Background: an optimization exercise with open tools, aiming at small area and a short achievable clock period. Do not read the settings as production practice. Power and IR drop assume default switching activity.

==> flow/design.v <==
`timescale 1ns / 1ps
module getOmega(
   input clk,
   input sck,
   input mosi,
   input ssel,
   output reg [39:0] omega,
   output reg chg,
   output wire [39:0] prev
);
    reg [2:0] SCKr;
    reg [1:0] SSELr;
    reg [1:0] MOSIr;
    always @(posedge clk) begin
        SCKr  <= {SCKr[1:0], sck};
        SSELr <= {SSELr[0], ssel};
        MOSIr <= {MOSIr[0], mosi};
    end
    wire sck_rise = ~SCKr[2] & SCKr[1];
    wire idle = SSELr[1];
    reg [40:0] sr;
    always @(posedge clk)
        if (sck_rise)
            sr <= {sr[39:0], MOSIr[1]};
    always @(posedge clk) begin
        if (idle)
            omega <= sr[39:0];
        chg <= idle & (sr[39:0] != omega);
    end
    assign prev = chg ? sr[40:1] : omega;
endmodule
module pfx_add #(parameter W = 8, parameter L = 3) (a, b, ci, s, co);    
	input [W-1:0] a, b;
	input ci;
	output [W-1:0] s;
	output co;
	wire [W-1:0] p = a ^ b;
	wire [W-1:0] g = a & b;
	wire [(L+1)*W-1:0] gg, pp;
	assign gg[W-1:0] = g;
	assign pp[W-1:0] = p;
	genvar l, i;
	generate
		for (l = 0; l < L; l = l + 1) begin : lv
			for (i = 0; i < W; i = i + 1) begin : bt
				if ((i >> l) & 1) begin : join_
					localparam integer J = ((i >> l) << l) - 1;
					assign gg[(l+1)*W+i] = gg[l*W+i] | (pp[l*W+i] & gg[l*W+J]);
					assign pp[(l+1)*W+i] = pp[l*W+i] & pp[l*W+J];
				end else begin : pass_
					assign gg[(l+1)*W+i] = gg[l*W+i];
					assign pp[(l+1)*W+i] = pp[l*W+i];
				end
			end
		end
	endgenerate
	wire [W-1:0] c = gg[L*W +: W] | (pp[L*W +: W] & {W{ci}});    
	assign s = p ^ {c[W-2:0], ci};
	assign co = c[W-1];
endmodule
module capped_adder #(parameter RV1 = 0) (f, kl, kp, km, q1, nk, a1, a2, a3, a4, reset, hi, mid, lo, pos, neg);
	input [39:0] f;
	input [15:0] kl;
	input [12:0] kp;
	input [13:0] km;
	input q1, nk, a1, a2, a3, a4;    
	input reset;
	output [9:0] hi;
	output [1:0] mid;
	output [27:0] lo;
	output pos, neg;
	wire [29:0] k;
	assign k[15:0] = ({16{q1}} & kl) | ({16{nk}} & ~kl);
	assign k[29:16] = ({14{a1}} & {1'b0, kp}) | ({14{a4}} & ~{1'b0, kp})
	                | ({14{a2}} & km) | ({14{a3}} & ~km);
	wire [29:0] t;
	wire c30;
	pfx_add #(.W(30), .L(5)) add(.a(f[29:0]), .b(k), .ci(nk), .s(t), .co(c30));
	assign lo = t[27:0];
	wire [9:0] fh = f[39:30];
	wire up_ok = ~k[29] & (fh == 10'h1ff);
	wire dn_ok = k[29] & (fh == 10'h200);
	wire [9:0] fh_inc = fh + 10'd1;
	wire [9:0] fh_dec = fh - 10'd1;
	wire [9:0] rv = RV1 ? 10'h1ff : 10'h000;
	wire [9:0] h1 = reset ? rv : up_ok ? 10'h1ff : k[29] ? fh : fh_inc;
	wire [9:0] h0 = reset ? rv : dn_ok ? 10'h200 : k[29] ? fh_dec : fh;
	assign hi = ({10{c30}} & h1) | ({10{~c30}} & h0);
	assign mid = (t[29:28] | {2{pos}}) & ~{2{neg}};
	generate
		if (RV1) begin : rv1
			assign pos = (c30 & up_ok) | reset;
			assign neg = ~c30 & dn_ok & ~reset;
		end else begin : rv0
			assign pos = (c30 & up_ok) | reset;
			assign neg = (~c30 & dn_ok) | reset;
		end
	endgenerate
endmodule
module sd2(clk, reset, en, sd_in, bs_out, bs_out_nx);
input clk, reset;
input en;
input [11:0] sd_in;
output bs_out;
output bs_out_nx;                
reg [13:0] sd_reg1;
reg [13:0] sd_reg2;
wire ns = ~sd_reg1[13];
assign bs_out = ns;
wire [11:0] v = {~sd_in[11], sd_in[10:0]};
wire [12:0] w = {~sd_in[11], sd_in[11:0]};
wire [13:0] s2;
wire c2_unused;
pfx_add #(.W(14), .L(4)) add2(.a(sd_reg2), .b({1'b0, ns, v}), .ci(ns), .s(s2), .co(c2_unused));
wire [13:0] nx2 = {s2[13] ^ ns, s2[12:0]};
wire [13:0] hs = sd_reg1 ^ sd_reg2 ^ {1'b0, w};
wire [12:0] hc = (sd_reg1[12:0] & sd_reg2[12:0]) | (sd_reg1[12:0] & w) | (sd_reg2[12:0] & w);
wire [13:0] s1;
wire c1_unused;
pfx_add #(.W(14), .L(4)) add1(.a(hs), .b({hc, ns}), .ci(ns), .s(s1), .co(c1_unused));
wire [13:0] nx1 = {s1[13] ^ ns, s1[12:0]};
wire [13:0] reg1_nx = reset ? 14'd0 : en ? nx1 : sd_reg1;
assign bs_out_nx = ~reg1_nx[13];
always @(posedge clk) begin
	sd_reg1 <= reg1_nx;
	sd_reg2 <= reset ? 14'd0 : en ? nx2 : sd_reg2;
end
endmodule
module sd_two_piece #(parameter [39:0] RESETVAL = 40'd0) (clk, reset, en, kl, kp, km, sel, sd_out, sd_out_nx);
input clk, reset;
input en;
input [15:0] kl;
input [12:0] kp;
input [13:0] km;
input [5:0] sel;              
output sd_out;
output sd_out_nx;             
	reg [9:0] hi;
	reg [1:0] mid;
	reg [27:0] lo;
	reg pos, neg;
	wire [9:0] hi_nx;
	wire [1:0] mid_nx;
	wire [27:0] lo_nx;
	wire pos_nx, neg_nx;
	wire [39:0] feedback = {hi, mid, (lo | {28{pos}}) & ~{28{neg}}};
	capped_adder #(.RV1(RESETVAL != 40'd0)) add(feedback, kl, kp, km,
		sel[5], sel[4], sel[3], sel[2], sel[1], sel[0], reset, hi_nx, mid_nx, lo_nx, pos_nx, neg_nx);
	always @(posedge clk) begin
		hi <= hi_nx;
		mid <= mid_nx;
		lo <= lo_nx;
		pos <= pos_nx;
		neg <= neg_nx;
	end
	sd2 sd_one(
	.clk(clk),
	.reset(reset),
	.en(en),
	.sd_in(feedback[39:28]),
	.bs_out(sd_out),
	.bs_out_nx(sd_out_nx));
endmodule
module sigma_delta_twopiece(clk, reset, en, en_nx, kl, kp, km, sd_out);
input clk, reset;
input en, en_nx;
input [15:0] kl;
input [12:0] kp;
input [13:0] km;
output [1:0] sd_out;
	wire [1:0] nx;    
	function [5:0] selects(input e, input sk, input so);
		selects = {e & sk, e & ~sk, e & sk & so, e & sk & ~so, e & ~sk & so, e & ~sk & ~so};
	endfunction
	reg [5:0] sel0, sel1;
	always @(posedge clk) begin
		sel0 <= selects(en_nx, nx[1], nx[0]);
		sel1 <= selects(en_nx, ~nx[0], nx[1]);
	end
	sd_two_piece #(.RESETVAL(40'h7fffffffff))
	piece_0 (
		.clk(clk),
		.reset(reset),
		.en(en),
		.kl(kl), .kp(kp), .km(km),
		.sel(sel0),
		.sd_out(sd_out[0]),
		.sd_out_nx(nx[0]));
	sd_two_piece #(.RESETVAL(40'h0000000000))
	piece_1 (
		.clk(clk),
		.reset(reset),
		.en(en),
		.kl(kl), .kp(kp), .km(km),
		.sel(sel1),
		.sd_out(sd_out[1]),
		.sd_out_nx(nx[1]));
endmodule
`timescale 1ns / 1ps
module clkDivider(
    input inClk,
    input reset,
    input wire [3:0] od_nx,    
    output reg outEn,
    output wire outEn_nx       
    );
    reg [10:0] cnt;
    wire [11:0] c;
    assign c[0] = 1'b1;
    genvar j;
    generate
        for (j = 0; j < 11; j = j + 1) begin : inc
            assign c[j+1] = c[j] & cnt[j];
        end
    endgenerate
    wire [10:0] cnt_inc = cnt ^ c[10:0];
    wire [10:0] cnt_nx = reset ? 11'd0 : cnt_inc;
    wire big = (od_nx <= 4'd1) | (od_nx >= 4'd13);
    wire [11:0] t;
    generate
        for (j = 0; j < 11; j = j + 1) begin : th
            assign t[j] = big | (od_nx <= 11 - j);
        end
    endgenerate
    assign t[11] = 1'b0;
    wire [10:0] ok = ~t[10:0] | ~(cnt_nx ^ t[11:1]);
    assign outEn_nx = &ok;
    always @(posedge inClk) begin
        cnt <= cnt_nx;
        outEn <= outEn_nx;
    end
endmodule
`timescale 1ns / 1ps
module main(
    input CLK67MHZ,
    input sckPort,
    input mosiPort,
    input sselPort,
    input resetPort,
    output upPort,
    output downPort
    );
    wire clk = CLK67MHZ;
    wire reset = resetPort;
    wire [39:0] data;
    wire        chg;
    wire [39:0] prev;
    getOmega omega(clk, sckPort, mosiPort, sselPort, data, chg, prev);
    wire [15:0] kl;
    wire [12:0] kp;
    wire [13:0] km;
    wire [3:0]  od, od_nx;
    bitShifter bs(clk, chg, prev, kl, kp, km, od, od_nx);
    wire en, en_nx;
    clkDivider getClk(clk, reset, od_nx, en, en_nx);
    wire [1:0] sdOut;
    sigma_delta_twopiece sigma_delta_twopiece(clk, reset, en, en_nx, kl, kp, km, sdOut);
    reg d1, up_r, dn_r;
    always @(posedge clk) begin
        d1   <= sdOut[0];
        up_r <= ~(d1 & sdOut[0]);
        dn_r <= ~(d1 | sdOut[0]);
    end
    assign upPort = up_r;
    assign downPort = dn_r;
endmodule
module bitShifter(clk, chg, prev, kl, kp, km, outdivider, outdivider_nx);
input clk;
input chg;                   
input [39:0] prev;           
output reg [15:0] kl;
output reg [12:0] kp;
output reg [13:0] km;
output reg [3:0] outdivider;
output [3:0] outdivider_nx;
reg [39:0] internal_reg;
reg [3:0] countshift;
reg enable, inreg;
wire finished = |internal_reg[39:28];
assign outdivider_nx = finished ? outdivider : countshift;
always @(posedge clk) begin
    if (chg) begin
        enable <= 1'b1;
        inreg <= 1'b1;
        countshift <= 4'd0;
    end else if (enable) begin
        inreg <= 1'b0;
        if (!inreg && finished)
            countshift <= countshift + 4'd1;
    end
    if (inreg)
        internal_reg <= prev;
    else if (finished)
        internal_reg <= internal_reg >> 1;
    if (!finished) begin
        kl <= internal_reg[15:0];
        kp <= {1'b0, internal_reg[27:16]} + 13'd1;
        km <= {2'b00, internal_reg[27:16]} - 14'd1;
        outdivider <= countshift;
    end
end
endmodule
clock: 10.0 ns
lec_check: 0
cap_margin: 20
core_margin: 2
core_utilization: 40
slew_margin: 20
standard.sh (not shown) runs the stock make flow with config.mk's settings and CLKGATE_MAP_FILE= SYNTH_SCRIPT=/design/flow/synth_recipe.tcl, a recipe that flattens the netlist after the stock synthesis.
==> flow/flow/run.sh <==
#!/bin/bash
set -euo pipefail
bash standard.sh SETUP_SLACK_MARGIN=7 finish > flow_standard.log 2>&1
Edit:
--- a/flow/design.v
+++ b/flow/design.v
@@ -57,27 +57,24 @@
 	wire [W-1:0] c = gg[L*W +: W] | (pp[L*W +: W] & {W{ci}});    
 	assign s = p ^ {c[W-2:0], ci};
 	assign co = c[W-1];
 endmodule
-module capped_adder #(parameter RV1 = 0) (f, kl, kp, km, q1, nk, a1, a2, a3, a4, reset, hi, mid, lo, pos, neg);
+module capped_adder #(parameter RV1 = 0) (f, kl, kp, km, q1, nk, a1, a2, a3, a4, reset, hi, lo, pos, neg);
 	input [39:0] f;
 	input [15:0] kl;
 	input [12:0] kp;
 	input [13:0] km;
 	input q1, nk, a1, a2, a3, a4;    
 	input reset;
 	output [9:0] hi;
-	output [1:0] mid;
-	output [27:0] lo;
+	output [29:0] lo;
 	output pos, neg;
 	wire [29:0] k;
 	assign k[15:0] = ({16{q1}} & kl) | ({16{nk}} & ~kl);
 	assign k[29:16] = ({14{a1}} & {1'b0, kp}) | ({14{a4}} & ~{1'b0, kp})
 	                | ({14{a2}} & km) | ({14{a3}} & ~km);
-	wire [29:0] t;
 	wire c30;
-	pfx_add #(.W(30), .L(5)) add(.a(f[29:0]), .b(k), .ci(nk), .s(t), .co(c30));
-	assign lo = t[27:0];
+	pfx_add #(.W(30), .L(5)) add(.a(f[29:0]), .b(k), .ci(nk), .s(lo), .co(c30));
 	wire [9:0] fh = f[39:30];
 	wire up_ok = ~k[29] & (fh == 10'h1ff);
 	wire dn_ok = k[29] & (fh == 10'h200);
 	wire [9:0] fh_inc = fh + 10'd1;
@@ -85,9 +82,8 @@
 	wire [9:0] rv = RV1 ? 10'h1ff : 10'h000;
 	wire [9:0] h1 = reset ? rv : up_ok ? 10'h1ff : k[29] ? fh : fh_inc;
 	wire [9:0] h0 = reset ? rv : dn_ok ? 10'h200 : k[29] ? fh_dec : fh;
 	assign hi = ({10{c30}} & h1) | ({10{~c30}} & h0);
-	assign mid = (t[29:28] | {2{pos}}) & ~{2{neg}};
 	generate
 		if (RV1) begin : rv1
 			assign pos = (c30 & up_ok) | reset;
 			assign neg = ~c30 & dn_ok & ~reset;
@@ -135,21 +131,18 @@
 input [5:0] sel;              
 output sd_out;
 output sd_out_nx;             
 	reg [9:0] hi;
-	reg [1:0] mid;
-	reg [27:0] lo;
+	reg [29:0] lo;
 	reg pos, neg;
 	wire [9:0] hi_nx;
-	wire [1:0] mid_nx;
-	wire [27:0] lo_nx;
+	wire [29:0] lo_nx;
 	wire pos_nx, neg_nx;
-	wire [39:0] feedback = {hi, mid, (lo | {28{pos}}) & ~{28{neg}}};
+	wire [39:0] feedback = {hi, (lo | {30{pos}}) & ~{30{neg}}};
 	capped_adder #(.RV1(RESETVAL != 40'd0)) add(feedback, kl, kp, km,
-		sel[5], sel[4], sel[3], sel[2], sel[1], sel[0], reset, hi_nx, mid_nx, lo_nx, pos_nx, neg_nx);
+		sel[5], sel[4], sel[3], sel[2], sel[1], sel[0], reset, hi_nx, lo_nx, pos_nx, neg_nx);
 	always @(posedge clk) begin
 		hi <= hi_nx;
-		mid <= mid_nx;
 		lo <= lo_nx;
 		pos <= pos_nx;
 		neg <= neg_nx;
 	end
After rerunning:
- The changed run ran to the end with no violations
- routed wire length came out higher by 1.4%
- sequential power came out higher by about 5%
- global-route usage came out higher by 0.41 points
- worst setup slack gets better by 27 ps
- fmax came out higher by 0.76%
Function was not checked in any run of this note: the RTL went through the layout flow alone.

==> separate check: timing with driven ports <==
The results above use ideal ports. As a check the final layouts listed here were re-extracted and re-timed, cells and wires unchanged.
Step 1 (the two cells are an assumption about what drives the block):
set clk [get_ports {CLK67MHZ}]
set_driving_cell -lib_cell sky130_fd_sc_hd__clkbuf_16 $clk
set_driving_cell -lib_cell sky130_fd_sc_hd__buf_2 [delete_from_list [all_inputs] $clk]
Step 2, shift: input delay + t, output delay - t, t = (earliest + latest rising clock arrival at the registers) / 2. This alone moves slack from input paths to output paths.
a / b / c = ideal ports / drivers / drivers and shift; a / b = the first two.
| run | t, ns | setup slack, ns | hold WS [ns] |
|---|---|---|---|
| the first run | 0.585 | 6.375 / 6.375 / 5.822 | 0.334 / 0.334 / 0.334 |
| the second run | 0.611 | 6.402 / 6.402 / 6.156 | 0.318 / 0.318 / 0.318 |
After both steps setup and hold are still met in every run listed. For the first run, which loses most, drivers alone change the setup slack by 0.000 ns; drivers and shift together by -0.553 ns.
